This design comes from an exercise in tuning for small area, a short achievable clock period and few clock cycles per item on the open sky130 flow, not from production work.
Function was checked by simulation only, so behaviour that the tests miss may differ from the original.
Power and IR drop assume default switching activity.

[flow/design.v]
module fpadd (
    clk, reset, start,
    a, b,
    sum,
    done
);
    input clk, reset, start;
    input [31:0] a, b;
    output [31:0] sum;
    output done;
    reg        done;
    wire [24:0] R_d;
    wire [7:0]  eL_d;
    wire        sL_d;
    reg  [24:0] R_q;
    reg  [7:0]  eL_q;
    reg         sL_q;
    fpadd_front u_front (.a(a), .b(b), .R(R_d), .eL(eL_d), .sL(sL_d));
    fpadd_back  u_back  (.R(R_q), .eL(eL_q), .sL(sL_q), .y(sum));
    always @(posedge clk) begin
        if (reset)
            done <= 1'b0;
        else if (start)
            done <= 1'b1;
        if (start) begin
            R_q    <= R_d;
            eL_q   <= eL_d;
            sL_q   <= sL_d;
        end
    end
endmodule
module pfx_add #(parameter W = 24) (
    input  [W-1:0] x,
    input  [W-1:0] y,
    input          cin,
    output [W-1:0] s,
    output         cout
);
    localparam L = (W >= 32) ? 6 : (W >= 16) ? 5 : (W >= 8) ? 4 : (W >= 4) ? 3 : (W >= 2) ? 2 : 1;
    wire [W:0] g [0:L];
    wire [W:0] p [0:L];
    assign g[0] = {x & y, cin};
    assign p[0] = {x ^ y, 1'b0};
    genvar l, i;
    generate
        for (l = 0; l < L; l = l + 1) begin : lev
            for (i = 0; i <= W; i = i + 1) begin : bt
                if ((i >> l) & 1) begin : comb
                    localparam integer J = ((i >> l) << l) - 1;
                    assign g[l+1][i] = g[l][i] | (p[l][i] & g[l][J]);
                    assign p[l+1][i] = p[l][i] & p[l][J];
                end else begin : pass
                    assign g[l+1][i] = g[l][i];
                    assign p[l+1][i] = p[l][i];
                end
            end
        end
    endgenerate
    assign s    = p[0][W:1] ^ g[L][W-1:0];
    assign cout = g[L][W];
endmodule
module lzc32 (
    input  [31:0] x,
    output [4:0]  cnt,
    output        nz
);
    wire [15:0] v1;
    wire [15:0] c1;
    genvar i;
    generate
        for (i = 0; i < 16; i = i + 1) begin : l1
            assign v1[i] = x[2*i+1] | x[2*i];
            assign c1[i] = ~x[2*i+1];
        end
    endgenerate
    wire [7:0]  v2;
    wire [15:0] c2;
    generate
        for (i = 0; i < 8; i = i + 1) begin : l2
            assign v2[i] = v1[2*i+1] | v1[2*i];
            assign c2[2*i+1:2*i] = v1[2*i+1] ? {1'b0, c1[2*i+1]} : {1'b1, c1[2*i]};
        end
    endgenerate
    wire [3:0]  v3;
    wire [11:0] c3;
    generate
        for (i = 0; i < 4; i = i + 1) begin : l3
            assign v3[i] = v2[2*i+1] | v2[2*i];
            assign c3[3*i+2:3*i] = v2[2*i+1] ? {1'b0, c2[4*i+3:4*i+2]} : {1'b1, c2[4*i+1:4*i]};
        end
    endgenerate
    wire [1:0]  v4;
    wire [7:0]  c4;
    generate
        for (i = 0; i < 2; i = i + 1) begin : l4
            assign v4[i] = v3[2*i+1] | v3[2*i];
            assign c4[4*i+3:4*i] = v3[2*i+1] ? {1'b0, c3[6*i+5:6*i+3]} : {1'b1, c3[6*i+2:6*i]};
        end
    endgenerate
    assign nz  = v4[1] | v4[0];
    assign cnt = v4[1] ? {1'b0, c4[7:4]} : {1'b1, c4[3:0]};
endmodule
module fpadd_front (
    input  [31:0] a,
    input  [31:0] b,
    output [24:0] R,
    output [7:0]  eL,
    output        sL
);
    wire [7:0]  ea = a[30:23];
    wire [7:0]  eb = b[30:23];
    wire        sa = a[31];
    wire        sb = b[31];
    wire        a_inf  = &ea;
    wire        b_inf  = &eb;
    wire        a_zero = ~|a[30:0];
    wire        b_zero = ~|b[30:0];
    wire        pick_a = a_inf | (~b_inf & b_zero);
    wire        pick_b = ~a_inf & (b_inf | (~b_zero & a_zero));
    wire        pick   = pick_a | pick_b;
    wire [7:0]  dab, dba;
    wire        a_ge, b_ge;
    pfx_add #(8) u_dab (.x(ea), .y(~eb), .cin(1'b1), .s(dab), .cout(a_ge));
    pfx_add #(8) u_dba (.x(eb), .y(~ea), .cin(1'b1), .s(dba), .cout(b_ge));
    wire [30:0] c_unused;
    wire        mag_ge;
    pfx_add #(31) u_cmp (.x(a[30:0]), .y(~b[30:0]), .cin(1'b1), .s(c_unused), .cout(mag_ge));
    wire        swap = pick ? pick_b : ~mag_ge;    
    wire [7:0]  d    = mag_ge ? dab : dba;
    wire        sub  = (sa ^ sb) & ~pick;
    wire [23:0] Ml = swap ? {1'b1, b[22:0]} : {1'b1, a[22:0]};
    wire [23:0] Ms = swap ? {1'b1, a[22:0]} : {1'b1, b[22:0]};
    assign      sL = swap ? sb : sa;
    wire        sS = swap ? sa : sb;
    assign      eL = swap ? eb : ea;
    wire        big = |d[7:5];                     
    wire        kill = big | pick;
    wire [23:0] r4  = d[4] ? {16'd0, Ms[23:16]} : Ms;
    wire        k4  = d[4] & (|Ms[15:0]);
    wire [23:0] r3  = d[3] ? {8'd0, r4[23:8]} : r4;
    wire        k3  = d[3] & (|r4[7:0]);
    wire [23:0] r2  = d[2] ? {4'd0, r3[23:4]} : r3;
    wire        k2  = d[2] & (|r3[3:0]);
    wire [23:0] r1  = d[1] ? {2'd0, r2[23:2]} : r2;
    wire        k1  = d[1] & (|r2[1:0]);
    wire [23:0] Fs  = d[0] ? {1'd0, r1[23:1]} : r1;
    wire        k0  = d[0] & r1[0];
    wire        st_f = big | k4 | k3 | k2 | k1 | k0;
    wire [23:0] F   = kill ? 24'd0 : Fs;
    wire        c   = sS & ~pick & st_f;
    wire [24:0] Fx  = sub ? ~{1'b0, F} : {1'b0, F};
    wire        R_co;
    pfx_add #(25) u_add (.x({1'b0, Ml}), .y(Fx), .cin(sub ^ c), .s(R), .cout(R_co));
endmodule
module fpadd_back (
    input  [24:0] R,
    input  [7:0]  eL,
    input         sL,
    output [31:0] y
);
    wire [4:0]  lz;
    wire        nz;
    lzc32 u_lzc (.x({R, 7'd0}), .cnt(lz), .nz(nz));
    wire [24:0] s1  = lz[4] ? {R[8:0], 16'd0} : R;
    wire [24:0] s2  = lz[3] ? {s1[16:0], 8'd0} : s1;
    wire [24:0] s3  = lz[2] ? {s2[20:0], 4'd0} : s2;
    wire [24:0] s4  = lz[1] ? {s3[22:0], 2'd0} : s3;
    wire [22:0] m   = lz[0] ? s4[22:0] : s4[23:1];
    wire [7:0]  e   = eL + 8'd1 - {3'd0, lz};
    assign y = nz ? {sL, e, m} : 32'd0;
endmodule
[flow/standard.sh]
#!/bin/bash
# synth_recipe.tcl (not shown) runs the flow's synth.tcl, then flattens the netlist and writes it again
# the make line also repeats each setting of config.mk as NAME=value (left out here)
make -C /OpenROAD-flow-scripts/flow DESIGN_CONFIG=/design/flow/config.mk WORK_HOME=/design/flow/orfs CLKGATE_MAP_FILE= SYNTH_SCRIPT=/design/flow/synth_recipe.tcl "${@:-finish}"
[flow/constraint.sdc]
create_clock -name core_clock -period 8.0 [get_ports {clk}]
set_input_delay 1.6000 -clock core_clock [delete_from_list [all_inputs] [get_ports {clk}]]
set_output_delay 1.6000 -clock core_clock [all_outputs]
set_load 0.01 [all_outputs]
[flow/flow/run.sh]
#!/bin/bash
# The standard layout, with two changes:
# - Yosys's full/half-adder extraction is turned off (ADDER_MAP_FILE empty) so
#   that ABC maps the adders and comparators as plain gates. Synthesis is
#   otherwise the standard one, so the registers keep the standard
#   synthesis's names and cell types.
# - every input and output port still gets a buffer, but a plain buf_2 rather
#   than the default pick (a slow delay buffer).
set -euo pipefail
bash standard.sh ADDER_MAP_FILE= "BUFFER_PORTS_ARGS=-buffer_cell sky130_fd_sc_hd__buf_2" finish > make_finish.log 2>&1
[flow/config.mk]
export PLATFORM = sky130hd
export DESIGN_NAME = fpadd
export DESIGN_NICKNAME = fpadd
export VERILOG_FILES = /design/flow/design.v
export SDC_FILE = /design/flow/constraint.sdc
export NUM_CORES = 4
export LEC_CHECK = 0
export ABC_AREA = 1
export CAP_MARGIN = 20
export CORE_MARGIN = 2
export CORE_UTILIZATION = 65
export PLACE_DENSITY = 0.8
export SETUP_SLACK_MARGIN = 2.0
export SLEW_MARGIN = 20
==> results.yml, run 1 <==
yosys:
  synth-seq-cells: 35
  synth_cell_type_count: 51
  syn_area_per_cell_um2: 5.159
  synthTopCellsByArea: "nand2_1 30%, edfxtp_1 13%, nand3_1 8.8%, inv_1 8.0%, o21ai_0 6.1%"
  yosysWarnings: 4
  syn_nets: 1570
  synthCells: 1503
  synth_area_leader_cell: "nand2_1"
  synth.top_cell.area_share_pct: 30.11
  synth-edff-count: 34
  seq_area_frac_synth_pct: 13.43
  syn_area_um2: 7754
  synthFlopType: "edfxtp_1"
  synthArstFlopShare_pct: 0
placement:
  dp_hpwl_mm: 18.77
  place_congestion: 1.023
  port_buffers: 99
  placed_cell_area_um2: 8247
  pre_cts_ws_ns: 1.395
  place_inst: 1705
global_route:
  grt-ovfl-total: 0
  grt_pass1_vias: 8526
  grt.total_usage_pct: 35.87
  grt_max_degree: 58
  grt_pass1_wl_mm: 38.47
  antenna_found_initial: 0
sta:
  fin_crit_ns: 5.643
  setup_violations: 0
  setup_ws_ns: 2.357
  max_clock_freq_ghz: 0.1772
  hold_ws_ns: 0.4823
  rsz0062_at_grt: "no"
  fin_setup_tns_ns: 0
  worst_pin_slew_ns: 0.7220
  post-route-period-util_pct: 70.54
  max-slew-margin-rel_pct: 51.82
  hold_viol: 0
  finalClockSkew_ns: 0
  maxSlewViolCount: 0
cells_and_area:
  drive_gt1_share_pct: 12.91
  post-route-util_pct: 74.35
  area_growth_pct: 10.42
  nNetsFinal: 1646
  fillCellCount: 1046
  final_common_cell: "nand2_1"
  final_cell_mix: "620 x nand2_1, 164 x inv_1, 134 x nand3_1"
  diodes: 0
  fin_cells: 1723
  final_area_um2: 8562
power_and_ir_drop:
  power.total_mw: 1.804
  ir_drop_uv: 85.51
  p_leak_nw: 4.736
  powerDensity_nw_per_um2: 210.7
drt:
  vias: 9869
  drt-initial-drc-count: 948
  drc: 0
  routed_wirelength_mm: 23.64
  drtAntennaViolNets: 0
  dr.pass1.iters: 25
  wl_per_cell_um: 13.72
  via_per_inst: 5.728
clock_network:
  cts.clk_slew.worst_paths_ns: 0.05
  htree_levels: 2
  clock_sinks: 35
  cts_buffers: 5
  cts_tree: "yes"
  clkLatencyLatePin_ns: 0.28
  cts_hold_buf: 0
  clock_path_buffers: 2
  cts_root_buffer: "clkbuf_16"
setup_path:
  worstPathRequired_ns: 8.03
  worstSetupEndpointType: "register"
  arrival_ns: 5.68
  cp-start-kind: "input pin"
  crit_type: "in2reg"
  worstPathMaxFanout: 26
floorplanning:
  core_area_um2: 11520
  die_h_um: 113.2
  io_pins: 100
  dieArea_um2: 12820
  dieWidth_um: 113.2
  initial_utilization_pct: 67.33
  fp-row-count: 39
status:
  status: "finished clean"
job:
  drv_cap: 0
worst_hold_path:
  hp-class: "reg2reg"
## critical path, stage by stage
cell and delay (ns):
buf_2 0.10, inv_1 0.07, nand2_1 0.12, nand2_1 0.19
nor2_1 0.22, nand3_1 0.12, nor2_1 0.27, nand2_4 0.22
nand2_4 0.16, nand2_1 0.13, nand2_4 0.26, clkinv_2 0.29
a21oi_1 0.37, o21ai_1 0.19, nand2_1 0.11, nand3_1 0.10
a21o_1 0.22, nand2_1 0.11, nor2_1 0.07, nand2_1 0.08
inv_1 0.07, a21oi_4 0.20, nand2_8 0.11, nand2_2 0.09
nand2_1 0.07, nand2_1 0.08, nand2_1 0.05
## cell families after synthesis
kind of cell | Yosys count | synth area share (%)
xor+xnor | 43 | 5.035
buf+inv | 234 | 12.28
simple gates | 982 | 53.78
mux | 2 | 0.2582
flops | 35 | 13.43
compound gates | 207 | 15.22
## synth_stat cells, types with 6 or more instances
master / instances
nand2_2: 19
nor4_1: 10
edfxtp_1: 34
inv_1: 165
nand4_1: 32
o21ai_2: 6
o21ai_1: 19
o21ai_0: 95
clkbuf_1: 25
inv_2: 17
nor2_2: 9
nand3_1: 136
nor2_1: 117
a31oi_1: 7
buf_2: 14
nand2_1: 622
nand3b_1: 7
xnor2_1: 13
xor2_1: 29
nor3_1: 8
a21oi_1: 46
buf_6: 6
## sequential cells by signal (all words and copies together) (netlist names)
signal,count
eL_q,8
done,1
R_q,25
sL_q,1
## final cells by class
cell class / instances / area [um^2] / share of cell area, %
clock buffers: 5 / 125.1 / 1.461
flip-flops and latches: 35 / 1041 / 12.16
repair buffers: 116 / 623.1 / 7.278
multi-input cells: 1236 / 5839 / 68.20
clock inverters: 3 / 43.79 / 0.5115
well taps: 143 / 178.9 / 2.090
inverters: 185 / 710.7 / 8.300
## repair_timing
action,in CTS,in global routing
pin swaps,0,3
cloned,0,2
gates resized for setup,1,20
endpoints found under the setup margin,13,46
setup buffers,0,8
## where the power goes
part / total, mW / switching (mW) / leakage (nW) / internal (mW)
logic: 1.27 / 0.839 / 4.31 / 0.427
clock network: 0.214 / 0.0678 / 0.0838 / 0.146
registers: 0.324 / 0.0486 / 0.341 / 0.275
## routing by layer
layer  routed length [um]  up-vias  track usage (%)
met3                 1686       87            2.839
li1                     -     4996                -
met5                    0        -                0
met1                 9763     4301            46.47
met4                  817        0            14.07
met2                11380      485            62.12
## worst paths after layout
| kind | start | to | slack, ns | depth (start not counted) |
|---|---|---|---|---|
| max | b[23] | R_q[18]$_DFFE_PP_ | 2.36 | 27 |
| min | done$_SDFFE_PP0P_ | done$_SDFFE_PP0P_ | 0.48 | 2 |
| max reg2reg | done$_SDFFE_PP0P_ | done$_SDFFE_PP0P_ | 7.44 | 2 |
| min reg2reg | done$_SDFFE_PP0P_ | done$_SDFFE_PP0P_ | 0.48 | 2 |
Testbench counts, summed over its fixed seeds: cycles 2,408, items 2,400.
==> inputs of run 2 (changes only) <==
--- a/flow/flow/run.sh
+++ b/flow/flow/run.sh
@@ -6,5 +6,5 @@
 #   synthesis's names and cell types.
-# - every input and output port still gets a buffer, but a plain buf_2 rather
+# - every input and output port still gets a buffer, but a plain buf_1 rather
 #   than the default pick (a slow delay buffer).
 set -euo pipefail
-bash standard.sh ADDER_MAP_FILE= "BUFFER_PORTS_ARGS=-buffer_cell sky130_fd_sc_hd__buf_2" finish > make_finish.log 2>&1
+bash standard.sh ADDER_MAP_FILE= "BUFFER_PORTS_ARGS=-buffer_cell sky130_fd_sc_hd__buf_1" finish > make_finish.log 2>&1
--- a/flow/config.mk
+++ b/flow/config.mk
@@ -10,5 +10,5 @@
 export CORE_MARGIN = 2
-export CORE_UTILIZATION = 65
-export PLACE_DENSITY = 0.8
-export SETUP_SLACK_MARGIN = 2.0
+export CORE_UTILIZATION = 60
+export PLACE_DENSITY = 0.75
+export SETUP_SLACK_MARGIN = 2.5
 export SLEW_MARGIN = 20
==> results.yml, run 2 <==
cells_and_area:
  drive_gt1_share_pct: 11.23
  largest_register: "R_q"
  final_cell_mix: "605 x nand2_1, 160 x inv_1, 133 x nand3_1"
  fillCellCount: 1178
  area_growth_pct: 17.02
  final_common_cell: "nand2_1"
  diodes: 0
  fin_cells: 1784
  nNetsFinal: 1678
  top_regs: "R_q: 25 flops, eL_q: 8 flops"
  largest_register_ffs: 25
yosys:
  syn_area_per_cell_um2: 5.159
  yosysMostFrequentCell: "nand2_1"
  synthCells: 1503
  syn_nets: 1570
  syn_area_um2: 7754
  netlist_top_cells_count: "622 x nand2_1, 165 x inv_1, 136 x nand3_1"
  yosysWarnings: 4
  synthArstFlopShare_pct: 0
  synth-edff-count: 34
  synth-seq-cells: 35
  seq_area_frac_synth_pct: 13.43
  synth_cell_type_count: 51
  synthTopCellsByArea: "nand2_1 30%, edfxtp_1 13%, nand3_1 8.8%, inv_1 8.0%, o21ai_0 6.1%"
  synthFlopType: "edfxtp_1"
  synth_area_leader_cell: "nand2_1"
  synth.top_cell.area_share_pct: 30.11
global_route:
  grt-ovfl-total: 0
  grt_pass1_vias: 8313
  grt_max_degree: 36
  grt.total_usage_pct: 32.53
  antenna_found_initial: 0
  grt_pass1_wl_mm: 37.94
setup_path:
  regToRegSetupSlack_ns: 7.36
  worstSetupEndpointType: "register"
  worstPathRequired_ns: 8.03
  crit_start: "a[23]"
  cp-endpoint: "R_q[23]$_DFFE_PP_"
  cp-start-kind: "input pin"
  slowest_delay_ns: 0.30
  regToRegEndpoint: "done$_SDFFE_PP0P_"
  crit_type: "in2reg"
  r2r_cells: 2
  r2r-start: "done$_SDFFE_PP0P_"
  cp_slowest_cell: "o21ai_1"
  arrival_ns: 5.32
  worstPathMaxFanout: 15
  cpMostUsedCell: "nand2_1"
sta:
  worst_pin_slew_ns: 0.8114
  setup_violations: 0
  fin_crit_ns: 5.282
  post-route-period-util_pct: 66.02
  hold_viol: 0
  fin_setup_tns_ns: 0
  rsz0062_at_grt: "no"
  max_clock_freq_ghz: 0.1893
  max-slew-margin-rel_pct: 45.91
  finalClockSkew_ns: 0
  maxSlewViolCount: 0
drt:
  wl_per_cell_um: 14.03
  drtAntennaViolNets: 0
  dr.pass1.iters: 7
  via_per_inst: 5.679
  routed_wirelength_mm: 25.03
  vias: 10130
  drt-initial-drc-count: 1195
  drc: 0
clock_network:
  cts_hold_buf: 0
  clock_sinks: 35
  clkLatencyLatePin_ns: 0.28
  htree_levels: 2
  cts_buffers: 5
  clock_path_buffers: 2
  cts_root_buffer: "clkbuf_16"
  cts.clk_slew.worst_paths_ns: 0.05
  cts_tree: "yes"
placement:
  port_buffers: 99
  place_congestion: 1.007
  place_inst: 1733
  dp_hpwl_mm: 18.58
floorplanning:
  dieArea_um2: 13850
  io_pins: 100
  fp-row-count: 41
  dieWidth_um: 117.7
  die_h_um: 117.7
  initial_utilization_pct: 61.44
  core_area_um2: 12620
power_and_ir_drop:
  powerDensity_nw_per_um2: 206.1
  ir_drop_uv: 77.91
  p_leak_nw: 4.709
status:
  status: "finished clean"
worst_hold_path:
  hp-class: "reg2reg"
job:
  drv_cap: 0
[run 2: changes by cell type in the layout (fill, tap and decap cells not counted), moves of 5 or more]
cell      before  now
buf_4         17   30
nor2_4         2    7
nor2_2        10   15
buf_2         99    0
clkbuf_2       0    6
buf_12         0    6
nand2_2       17   32
buf_6          0    5
nor2_1       117  107
buf_1          0   93
nand2_1      620  605
[run 2: per-layer routing]
metal | part of all wire, % | global-route usage, % | up-vias
li1 | - | - | 5066
met1 | 40 | 41.91 | 4421
met2 | 47 | 54.69 | 536
met3 | 7.4 | 2.568 | 108
met4 | 4.8 | 16.27 | 0
met5 | 0 | 0 | -
[run 2: stage by stage]
stage / hold WS [ns] / util [%] / setup slack [ns] / area [um^2] / total power [mW]
3_5_place_dp: 0.5060 / 64.60 / 1.357 / 8153 / 1.512
2_1_floorplan: 0.5028 / - / 3.224 / 7754 / 1.236
3_3_place_gp: 0.4571 / 64.60 / 1.427 / 8153 / 1.495
4_1_cts: 0.5674 / 66.93 / 2.514 / 8447 / 1.750
5_1_grt: 0.5707 / 71.90 / 2.435 / 9074 / 2.034
6_report: 0.5389 / 71.90 / 2.718 / 9074 / 1.870
[run 2: logic make-up after synthesis]
logic type	share of synthesized area [%]
AND/OR/NAND/NOR	53.78
flip-flops	13.43
AO/OA/AOI/OAI	15.22
XOR/XNOR	5.035
multiplexers	0.2582
buffers and inverters	12.28
[run 2: how the worst min path moves through the flow]
stage                                 start                end  slack [ns]  cells after the start
final                     done$_SDFFE_PP0P_  done$_SDFFE_PP0P_        0.54                      2
after global routing      done$_SDFFE_PP0P_  done$_SDFFE_PP0P_        0.57                      2
after CTS                 done$_SDFFE_PP0P_  done$_SDFFE_PP0P_        0.57                      2
after detailed placement  done$_SDFFE_PP0P_  done$_SDFFE_PP0P_        0.51                      2
after global placement    done$_SDFFE_PP0P_  done$_SDFFE_PP0P_        0.46                      2
after floorplan           done$_SDFFE_PP0P_  done$_SDFFE_PP0P_        0.50                      2
[run 2: repair_timing]
action,4_1_cts,5_1_grt
endpoints found under the hold margin,0,0
setup buffers,5,28
pin swaps,4,13
cloned,3,7
resized for setup,21,81
setup endpoints to repair,50,44
[run 2: power breakdown]
part | total, mW | internal, mW | switching (mW)
registers | 0.329 | 0.276 | 0.0537
logic | 1.33 | 0.447 | 0.881
clock network | 0.214 | 0.145 | 0.0687
[run 2: worst max-delay path, delay by kind of cell]
| family | cells | cell delay (ns) |
|---|---|---|
| buffers and inverters | 5 | 0.57 |
| and+or+nand+nor | 20 | 2.36 |
| AOI/OAI and AO/OA | 3 | 0.51 |
| xor gates and xnor gates | 1 | 0.23 |
[run 2: final cells by class]
cell class,instances,area (um^2),share of cell area [%]
inverters,185,734.5,8.094
repair inverters,2,15.01,0.1655
clock inverters,3,38.79,0.4275
clock buffers,5,125.1,1.379
flip-flops and latches,35,1041,11.47
repair buffers,141,805.8,8.880
multi-input cells,1241,6098,67.21
well taps,172,215.2,2.372
==> inputs of run 3 (changes only) <==
--- a/flow/config.mk
+++ b/flow/config.mk
@@ -7,3 +7,3 @@
 export LEC_CHECK = 0
-export ABC_AREA = 1
+export ABC_AREA = 0
 export CAP_MARGIN = 20
==> results.yml, run 3 <==
setup_path:
  crit_buf_inv: 5
  worstPathMaxFanout: 6
  cpMostUsedCell: "buf_4"
  cpLargestDelayFamily: "compound AO/OA/AOI/OAI gates"
  crit_type: "in2reg"
  cp_slowest_cell: "a2111o_1"
  worstSetupEndpointType: "register"
  worstPathRequired_ns: 8.02
  cp-start-kind: "input pin"
  slowest_delay_ns: 0.50
  crit_chain: "buf_1 > xor2_1 > nor4_4 > a211o_1 > o2111a_2 > buf_4 > buf_4 > a211o_4 > buf_4 > a22oi_2 > o21ai_0 > a32oi_1 > buf_4 > a211oi_1 > a311oi_1 > xnor2_1 > or2_1 > a2111o_1 > a211oi_2 > nor4_4 > o221a_1 > or3_4 > maj3_2 > xor2_1"
  arrival_ns: 7.40
cells_and_area:
  top_regs: "R_q: 25 flops, eL_q: 8 flops"
  multi_input_area_um2: 7525
  final_common_cell: "buf_4"
  largest_register: "R_q"
  fin_cells: 1540
  final_area_um2: 10990
  register_area_um2: 1041
  fillCellCount: 847
  drive_gt1_share_pct: 27.64
  nNetsFinal: 1430
  largest_register_ffs: 25
  final_cell_mix: "140 x buf_4, 111 x nand2_1, 110 x nor2_1"
  area_growth_pct: 35.57
  diodes: 0
yosys:
  synth.top_cell.area_share_pct: 12.60
  seq_area_frac_synth_pct: 12.84
  synthCells: 1165
  netlist_top_cells_count: "117 x nand2_1, 115 x nor2_1, 91 x a21oi_1"
  yosysMostFrequentCell: "nand2_1"
  syn_area_per_cell_um2: 6.957
  synthFlopType: "edfxtp_1"
  synthArstFlopShare_pct: 0
  syn_nets: 1232
  synth_cell_type_count: 91
  yosysWarnings: 4
  syn_area_um2: 8105
  synth_area_leader_cell: "edfxtp_1"
  synthTopCellsByArea: "edfxtp_1 13%, xnor2_1 7.1%, mux2i_1 6.2%, a21oi_1 5.6%, nand2_1 5.4%"
  synth-seq-cells: 35
  synth-edff-count: 34
floorplanning:
  die_h_um: 120.2
  dieWidth_um: 120.2
  dieArea_um2: 14450
  initial_utilization_pct: 61.21
  core_area_um2: 13240
  fp-row-count: 42
  io_pins: 100
power_and_ir_drop:
  ir_drop_uv: 139.4
  p_leak_nw: 4.228
  combPwrFrac_pct: 75.1
  internal-power_mw: 1.195
  powerDensity_nw_per_um2: 217.5
  p_switching_mw: 1.195
  clkPwrFrac_pct: 9.8
  seqPwrFrac_pct: 15.0
  swShare_pct: 50.00
sta:
  fin_crit_ns: 7.381
  rsz0062_at_grt: "yes"
  maxSlewViolCount: 0
  max_clock_freq_ghz: 0.1355
  finalClockSkew_ns: 0
  setup_violations: 0
  hold_viol: 0
  hold_ws_ns: 0.4935
  worst_pin_slew_ns: 1.120
  post-route-period-util_pct: 92.26
  max-slew-margin-rel_pct: 25.35
status:
  status: "finished clean"
drt:
  drt-initial-drc-count: 1898
  via_per_inst: 7.054
  dr.pass1.iters: 7
  wl_per_cell_um: 22.20
  vias: 10860
  routed_wirelength_mm: 34.19
  drc: 0
  drtAntennaViolNets: 0
placement:
  place_congestion: 1.040
  dp_hpwl_mm: 23.16
  place_inst: 1439
  port_buffers: 99
  placed_cell_area_um2: 9195
clock_network:
  cts_tree: "yes"
  cts_hold_buf: 0
  htree_levels: 2
  cts_buffers: 5
  clock_path_buffers: 2
  clock_sinks: 35
  cts.clk_slew.worst_paths_ns: 0.06
  cts_root_buffer: "clkbuf_16"
  clkLatencyLatePin_ns: 0.28
global_route:
  grt_pass1_vias: 9587
  grt.total_usage_pct: 43.44
  antenna_found_initial: 1
  grt_pass1_wl_mm: 50.25
  grt-ovfl-total: 0
  grt_max_degree: 38
worst_hold_path:
  hp-class: "reg2reg"
job:
  drv_cap: 0
## run 3: changes by cell type in the layout (fill, tap and decap cells not counted), moves of 22 or more
cell     delta
xnor2_1    +40
mux2i_1    +46
buf_4     +110
nand3_1    -81
nand2_1   -494
a21oi_1    +40
o21ai_0    -22
inv_1     -125
nand2_2    -26
## run 3: metal layers
metal	GRT usage, %	vias up	wire length [um]
met5	0	-	0
met4	22.38	0	2349
met3	5.896	217	3768
met2	70.92	890	15390
met1	56.13	4981	12680
li1	-	4775	-
## run 3: per-stage QoR
step | worst slack [ns] | power, mW | TNS, ns | util (%)
after global routing | 0.4155 | 2.506 | 0 | 82.97
after floorplan | 0.9321 | 1.349 | 0 | -
after detailed placement | -0.04538 | 1.751 | -0.04538 | 69.44
final | 0.6188 | 2.390 | 0 | 82.97
after global placement | 0.06724 | 1.728 | 0 | 69.44
after CTS | 0.7793 | 2.170 | 0 | 77.63
## run 3: area by class of cell
class	count	share of cell area [%]
Multi-Input combinational cell	1020	68.48
Timing Repair Buffer	265	17.19
Sequential cell	35	9.474
Tap cell	176	2.004
Clock buffer	6	1.264
Inverter	36	1.264
Clock inverter	2	0.3188
## run 3: cell families (layout without fill, tap and decap cells)
logic type      count (synthesis)  in the layout  synth area share, %
fa+ha+maj                      27             27                3.350
mux                            66             66                8.537
xor+xnor                       97             97                10.48
buf+inv                       112            309                5.696
simple gates                  439            439                26.20
flops                          35             35                12.84
compound gates                389            391                32.90
## run 3: repair_timing
item                                    CTS  global route
gates cloned                              4             1
gates resized for setup                  99           106
setup buffers                            57            31
endpoints found under the setup margin   33            31
pin swaps                                58            54
## run 3: worst register-to-register path, cell delays in order (launching register included)
cell     delay (ns)
dfxtp_1        0.32
nor2_1         0.10
nor2_1         0.05
## run 3: path summary, 6_finish.rpt
kind / startpoint / to / slack, ns / cells past startpoint
max: a[10] / R_q[20]$_DFFE_PP_ / 0.62 / 24
min: done$_SDFFE_PP0P_ / done$_SDFFE_PP0P_ / 0.49 / 2
max reg2reg: done$_SDFFE_PP0P_ / done$_SDFFE_PP0P_ / 7.43 / 2
min reg2reg: done$_SDFFE_PP0P_ / done$_SDFFE_PP0P_ / 0.49 / 2
## run 3: power groups by stage
| stage | Sequential [mW] | Combinational (mW) | Clock [mW] |
|---|---|---|---|
| final | 0.359 | 1.80 | 0.235 |
| after global routing | 0.364 | 1.90 | 0.241 |
| after CTS | 0.349 | 1.59 | 0.234 |
| after detailed placement | 0.376 | 1.38 | 0 |
| after global placement | 0.376 | 1.35 | 0 |
| after floorplan | 0.327 | 1.02 | 0 |
==> inputs of run 4 (changes only) <==
--- a/flow/config.mk
+++ b/flow/config.mk
@@ -7,4 +7,4 @@
 export LEC_CHECK = 0
-export ABC_AREA = 0
-export CAP_MARGIN = 20
+export ABC_AREA = 1
+export CAP_MARGIN = 10
 export CORE_MARGIN = 2
@@ -13,2 +13,2 @@
 export SETUP_SLACK_MARGIN = 2.5
-export SLEW_MARGIN = 20
+export SLEW_MARGIN = 10
==> results.yml, run 4 <==
status:
  status: "finished clean"
yosys:
  synth-seq-cells: 35
  syn_nets: 1570
  yosysMostFrequentCell: "nand2_1"
  netlist_top_cells_count: "622 x nand2_1, 165 x inv_1, 136 x nand3_1"
  synth_fa_ha_area_share_pct: 0
  synth_cell_type_count: 51
  synth_xor_area_share_pct: 5.035
  synth-edff-count: 34
  synth_area_leader_cell: "nand2_1"
  synth_top_family_by_area: "simple AND/OR/NAND/NOR gates"
  yosysWarnings: 4
  muxShareOfSynthArea_pct: 0.2582
  synthFlopType: "edfxtp_1"
  synthCells: 1503
  synthArstFlopShare_pct: 0
  synthTopCellsByArea: "nand2_1 30%, edfxtp_1 13%, nand3_1 8.8%, inv_1 8.0%, o21ai_0 6.1%"
  synth_compound_area_share_pct: 15.22
  seq_area_frac_synth_pct: 13.43
  syn_area_um2: 7754
  yosys.area_share.simple_pct: 53.78
  synth.top_cell.area_share_pct: 30.11
  syn_area_per_cell_um2: 5.159
setup_path:
  r2r_cells: 2
  crit_buf_inv: 5
  cp.depth: 29
  cpLargestDelayFamily: "simple AND/OR/NAND/NOR gates"
  crit_type: "in2reg"
  worstPathMaxFanout: 15
  cp_slowest_cell: "o21ai_1"
  regToRegEndpoint: "done$_SDFFE_PP0P_"
  slowest_delay_ns: 0.30
  crit_start: "a[23]"
  arrival_ns: 5.32
  worstSetupEndpointType: "register"
  worstPathRequired_ns: 8.03
  cp-start-kind: "input pin"
  cp-endpoint: "R_q[23]$_DFFE_PP_"
  r2r-start: "done$_SDFFE_PP0P_"
  cpMostUsedCell: "nand2_1"
  regToRegSetupSlack_ns: 7.36
drt:
  via_per_inst: 5.679
  drtAntennaViolNets: 0
  vias: 10130
  dr.pass1.iters: 7
  routed_wirelength_mm: 25.03
  wl_per_cell_um: 14.03
  drc: 0
  drt-initial-drc-count: 1195
placement:
  placed_cell_area_um2: 8153
  place_inst: 1733
  dp_hpwl_mm: 18.58
  port_buffers: 99
  place_congestion: 1.007
clock_network:
  cts_buffers: 5
  cts_root_buffer: "clkbuf_16"
  cts_hold_buf: 0
  clock_sinks: 35
  clkLatencyLatePin_ns: 0.28
  htree_levels: 2
  clock_path_buffers: 2
  cts.clk_slew.worst_paths_ns: 0.05
  cts_tree: "yes"
cells_and_area:
  drive_gt1_share_pct: 11.23
  fin_cells: 1784
  largest_register: "R_q"
  largest_register_ffs: 25
  nNetsFinal: 1678
  final_common_cell: "nand2_1"
  fillCellCount: 1178
  diodes: 0
  final_area_um2: 9074
  area_growth_pct: 17.02
  final_cell_mix: "605 x nand2_1, 160 x inv_1, 133 x nand3_1"
  top_regs: "R_q: 25 flops, eL_q: 8 flops"
worst_hold_path:
  hp-class: "reg2reg"
job:
  drv_cap: 0
sta:
  maxSlewViolCount: 0
  rsz0062_at_grt: "no"
  finalClockSkew_ns: 0
  worst_pin_slew_ns: 0.8114
  setup_violations: 0
  max-slew-margin-rel_pct: 45.91
  fin_crit_ns: 5.282
  max_clock_freq_ghz: 0.1893
  post-route-period-util_pct: 66.02
  fin_setup_tns_ns: 0
  hold_viol: 0
floorplanning:
  initial_utilization_pct: 61.44
  dieWidth_um: 117.7
  core_area_um2: 12620
  io_pins: 100
  fp-row-count: 41
  die_h_um: 117.7
  dieArea_um2: 13850
global_route:
  antenna_found_initial: 0
  grt_pass1_wl_mm: 37.94
  grt-ovfl-total: 0
  grt_pass1_vias: 8313
  grt_max_degree: 36
  grt.total_usage_pct: 32.53
power_and_ir_drop:
  p_leak_nw: 4.709
  ir_drop_uv: 77.91
  powerDensity_nw_per_um2: 206.1
run 4: logic make-up after synthesis:
kind of cell              Yosys count
and+or+nand+nor                   982
xor gates and xnor gates           43
AOI/OAI and AO/OA                 207
buffers and inverters             234
DFF                                35
muxes                               2
run 4: timing repair:
action                     in CTS  in global routing
buffers inserted                5                 28
cloned                          3                  7
pin swaps                       4                 13
resized for setup              21                 81
setup endpoints to repair      50                 44
run 4: worst register-to-register path, cell delays in order (launching register included):
cell,delay (ns)
dfxtp_1,0.30
nor2_1,0.14
nor2_1,0.08
run 4: layout make-up:
type / instances / area [um^2] / share of cell area, %
clock buffers: 5 / 125.1 / 1.379
clock inverters: 3 / 38.79 / 0.4275
inverters: 185 / 734.5 / 8.094
multi-input cells: 1241 / 6098 / 67.21
flip-flops and latches: 35 / 1041 / 11.47
well taps: 172 / 215.2 / 2.372
repair buffers: 141 / 805.8 / 8.880
repair inverters: 2 / 15.01 / 0.1655
run 4: metal layers:
| metal | routed length [um] | share of wire [%] | global-route usage (%) | up-vias |
|---|---|---|---|---|
| met5 | 0 | 0 | 0 | - |
| li1 | - | - | - | 5066 |
| met2 | 11850 | 47 | 54.69 | 536 |
| met3 | 1853 | 7.4 | 2.568 | 108 |
| met1 | 10120 | 40 | 41.91 | 4421 |
| met4 | 1204 | 4.8 | 16.27 | 0 |
run 4: through the flow:
stage / hold WS, ns / utilization [%] / setup slack, ns / total power [mW]
6_report: 0.5389 / 71.90 / 2.718 / 1.870
5_1_grt: 0.5707 / 71.90 / 2.435 / 2.034
4_1_cts: 0.5674 / 66.93 / 2.514 / 1.750
3_5_place_dp: 0.5060 / 64.60 / 1.357 / 1.512
3_3_place_gp: 0.4571 / 64.60 / 1.427 / 1.495
2_1_floorplan: 0.5028 / - / 3.224 / 1.236
run 4: worst min-delay path by stage:
stage	from	endpoint	slack (ns)	cells after the start
after floorplan	done$_SDFFE_PP0P_	done$_SDFFE_PP0P_	0.50	2
after global placement	done$_SDFFE_PP0P_	done$_SDFFE_PP0P_	0.46	2
after detailed placement	done$_SDFFE_PP0P_	done$_SDFFE_PP0P_	0.51	2
after CTS	done$_SDFFE_PP0P_	done$_SDFFE_PP0P_	0.57	2
after global routing	done$_SDFFE_PP0P_	done$_SDFFE_PP0P_	0.57	2
final	done$_SDFFE_PP0P_	done$_SDFFE_PP0P_	0.54	2
run 4: report_power, final:
part	internal, mW	switching (mW)	total (mW)	leakage (nW)
registers	0.276	0.0537	0.329	0.341
clock network	0.145	0.0687	0.214	0.0812
logic	0.447	0.881	1.33	4.29
==> inputs of run 5 (changes only) <==
==> flow/run.sh (new file) <==
#!/bin/bash
# synth_recipe.tcl (not shown) runs the flow's synth.tcl, then flattens the netlist and writes it again
# the make line also repeats each setting of config.mk as NAME=value (left out here)
make -C /OpenROAD-flow-scripts/flow DESIGN_CONFIG=/design/flow/config.mk WORK_HOME=/design/flow/orfs CLKGATE_MAP_FILE= SYNTH_SCRIPT=/design/flow/synth_recipe.tcl finish
--- a/flow/config.mk
+++ b/flow/config.mk
@@ -8,3 +8,3 @@
 export ABC_AREA = 1
-export CAP_MARGIN = 10
+export CAP_MARGIN = 20
 export CORE_MARGIN = 2
@@ -12,3 +12,3 @@
 export PLACE_DENSITY = 0.75
-export SETUP_SLACK_MARGIN = 2.5
-export SLEW_MARGIN = 10
+export SETUP_SLACK_MARGIN = 2.0
+export SLEW_MARGIN = 20
removed: flow/flow/run.sh
removed: flow/standard.sh
==> results.yml, run 5 <==
status:
  status: "finished clean"
yosys:
  synth-edff-count: 34
  yosys.area_share.simple_pct: 39.03
  synth_fa_ha_area_share_pct: 13.83
  synth.top_cell.area_share_pct: 19.92
  synth_area_leader_cell: "nand2_1"
  muxShareOfSynthArea_pct: 0.6479
  syn_area_um2: 7725
  yosysMostFrequentCell: "nand2_1"
  yosysWarnings: 4
  netlist_top_cells_count: "410 x nand2_1, 159 x inv_1, 127 x nand3_1"
  syn_area_per_cell_um2: 5.906
  synthTopCellsByArea: "nand2_1 20%, edfxtp_1 13%, ha_1 11%, nand3_1 8.2%, inv_1 7.7%"
  synth_cell_type_count: 52
  synthCells: 1308
  seq_area_frac_synth_pct: 13.48
  synth_top_family_by_area: "simple AND/OR/NAND/NOR gates"
  syn_nets: 1455
  synth_compound_area_share_pct: 15.73
  synth_xor_area_share_pct: 5.329
  synthArstFlopShare_pct: 0
  synth-seq-cells: 35
  synthFlopType: "edfxtp_1"
cells_and_area:
  largest_register_ffs: 25
  top_regs: "R_q: 25 flops, eL_q: 8 flops"
  drive_gt1_share_pct: 27.56
  nNetsFinal: 1608
  final_cell_mix: "359 x nand2_1, 134 x inv_1, 101 x nor2_1"
  final_common_cell: "nand2_1"
  final_area_um2: 10740
  fin_cells: 1634
  diodes: 0
  largest_register: "R_q"
  area_growth_pct: 39.08
drt:
  drc: 0
  drtAntennaViolNets: 0
  dr.pass1.iters: 9
  vias: 10310
  drt-initial-drc-count: 1605
  wl_per_cell_um: 19.34
  routed_wirelength_mm: 31.60
  via_per_inst: 6.307
worst_hold_path:
  hold_start: "done$_SDFFE_PP0P_"
  hold_end: "done$_SDFFE_PP0P_"
  hp-class: "reg2reg"
  hold_depth: 2
power_and_ir_drop:
  ir_drop_uv: 161.7
  p_switching_mw: 1.307
  combPwrFrac_pct: 77.8
  swShare_pct: 51.45
  internal-power_mw: 1.233
  seqPwrFrac_pct: 14.1
  powerDensity_nw_per_um2: 236.5
  clkPwrFrac_pct: 8.1
  p_leak_nw: 5.354
setup_path:
  slowest_delay_ns: 0.36
  cp-start-kind: "input pin"
  regToRegEndpoint: "done$_SDFFE_PP0P_"
  arrival_ns: 6.74
  cp_slowest_cell: "fa_2"
  cpMostUsedCell: "nand2_1"
  r2r_cells: 2
  worstSetupEndpointType: "register"
  worstPathRequired_ns: 8.05
  regToRegSetupSlack_ns: 7.45
  worstPathMaxFanout: 8
  r2r-start: "done$_SDFFE_PP0P_"
  crit_buf_inv: 5
  crit_type: "in2reg"
  cpLargestDelayFamily: "simple AND/OR/NAND/NOR gates"
sta:
  max-slew-margin-rel_pct: 26.94
  fin_setup_tns_ns: 0
  setup_violations: 0
  max_clock_freq_ghz: 0.1495
  rsz0062_at_grt: "yes"
  hold_ws_ns: 0.4794
  finalClockSkew_ns: 0
  hold_viol: 0
  post-route-period-util_pct: 83.59
  worst_pin_slew_ns: 1.084
  maxSlewViolCount: 0
  setup_ws_ns: 1.313
  fin_crit_ns: 6.687
global_route:
  grt_max_degree: 36
  antenna_found_initial: 0
  grt_pass1_wl_mm: 42.72
  grt-ovfl-total: 0
  grt_pass1_vias: 8809
  grt.total_usage_pct: 37.76
clock_network:
  clock_sinks: 35
  clkLatencyLatePin_ns: 0.30
  cts_buffers: 5
  cts_root_buffer: "clkbuf_16"
  cts_tree: "yes"
  clock_path_buffers: 2
  cts.clk_slew.worst_paths_ns: 0.07
  htree_levels: 2
floorplanning:
  die_h_um: 117.5
  dieWidth_um: 117.5
  fp-row-count: 41
  dieArea_um2: 13800
  io_pins: 100
  core_area_um2: 12620
  initial_utilization_pct: 61.21
placement:
  place_inst: 1539
  port_buffers: 99
  pre_cts_ws_ns: 0.5879
  place_congestion: 0.9579
  dp_hpwl_mm: 18.43
  placed_cell_area_um2: 8830
job:
  drv_cap: 0
[run 5: cell types whose count changed after synthesis, moves of 7 or more]
cell	change
nand2_1	-212
nand4_1	-26
clkbuf_1	-10
nand3b_1	-7
nand2_2	-10
o21ai_0	-29
nand3_1	-9
inv_2	-8
o21ai_1	+8
fa_1	+9
nor4_1	-8
a21oi_1	+21
ha_1	+71
[run 5: repair_timing]
| action | 4_1_cts | 5_1_grt |
|---|---|---|
| setup endpoints to repair | 20 | 22 |
| buffers inserted | 50 | 24 |
| pin swaps | 93 | 88 |
| gates cloned | 11 | 2 |
| hold buffers | 0 | 0 |
| gates resized for setup | 314 | 176 |
[run 5: worst max path at each step]
stage,from,endpoint,depth (start not counted)
2_1_floorplan,a[25],R_q[24]$_DFFE_PP_,34
3_3_place_gp,a[25],R_q[24]$_DFFE_PP_,34
3_5_place_dp,a[26],R_q[24]$_DFFE_PP_,33
4_1_cts,b[2],R_q[18]$_DFFE_PP_,42
5_1_grt,b[1],R_q[13]$_DFFE_PP_,43
6_report,a[29],R_q[20]$_DFFE_PP_,41
[run 5: final cells by class]
type / instances / area [um^2]
repair buffers: 192 / 1788
inverters: 171 / 696.9
clock inverters: 3 / 23.77
clock buffers: 5 / 125.1
repair inverters: 1 / 6.256
well taps: 172 / 215.2
flip-flops and latches: 35 / 1041
fillers: 758 / 1876
multi-input cells: 1055 / 6848
[run 5: kinds of logic (layout without fill, tap and decap cells)]
| kind of cell | after synthesis | count (layout) |
|---|---|---|
| AOI/OAI and AO/OA | 212 | 213 |
| xor gates and xnor gates | 47 | 47 |
| adders and majority gates | 80 | 80 |
| buffers and inverters | 221 | 372 |
| DFF | 35 | 35 |
| muxes | 5 | 5 |
| and+or+nand+nor | 708 | 710 |
[run 5: stage by stage]
stage          utilization (%)  power, mW
3_3_place_gp             69.97      1.834
2_1_floorplan                -      1.384
4_1_cts                  79.66      2.252
3_5_place_dp             69.97      1.861
5_1_grt                  85.14      2.707
6_report                 85.14      2.541
[run 5: routing by layer]
metal	part of all wire (%)	routed length [um]	vias up	global-route usage, %
li1	-	-	4564	-
met1	34	10850	4567	45.80
met2	44	14030	877	62.57
met3	12	3720	298	5.572
met4	9.5	2999	0	24.40
met5	0	0	-	0
[run 5: tightest hold or removal path, delay by kind of cell (launching register included)]
family           cells  cell delay [ns]
and+or+nand+nor      2             0.12
DFF                  1             0.32
[run 5: power groups by stage]
stage / Sequential, mW / Combinational, mW / Clock (mW)
final: 0.357 / 1.98 / 0.207
after global routing: 0.360 / 2.13 / 0.214
after CTS: 0.351 / 1.70 / 0.203
after detailed placement: 0.354 / 1.51 / 0
after global placement: 0.353 / 1.48 / 0
after floorplan: 0.326 / 1.06 / 0

-- separate check: timing with driven ports --
No port has a modelled driver above. Below, the same layouts with a new extraction and two added sets of constraints.
Step 1 (the two cells are an assumption about what drives the block):
set clk [get_ports {clk}]
set_driving_cell -lib_cell sky130_fd_sc_hd__clkbuf_16 $clk
set_driving_cell -lib_cell sky130_fd_sc_hd__buf_2 [delete_from_list [all_inputs] $clk]
Step 2, shift: input delay + t, output delay - t, t = (earliest + latest rising clock arrival at the registers) / 2. This alone moves slack from input paths to output paths.
Three values: ideal, step 1, step 2; two values: the first two.
run | t, ns | setup WS [ns] | clock arrival spread, ns
run 1 | 0.317 | 2.357 / 2.372 / 2.056 | 0.003 / 0.003
run 2 | 0.309 | 2.718 / 2.723 / 2.415 | 0.007 / 0.007
run 3 | 0.310 | 0.619 / 0.629 / 0.318 | 0.008 / 0.009
run 4 | 0.309 | 2.718 / 2.723 / 2.415 | 0.007 / 0.007
run 5 | 0.340 | 1.313 / 1.318 / 0.978 | 0.009 / 0.008
After both steps setup and hold are still met in every run listed. For run 5, which loses most, drivers alone change the setup slack by +0.005 ns; drivers and shift together by -0.335 ns.
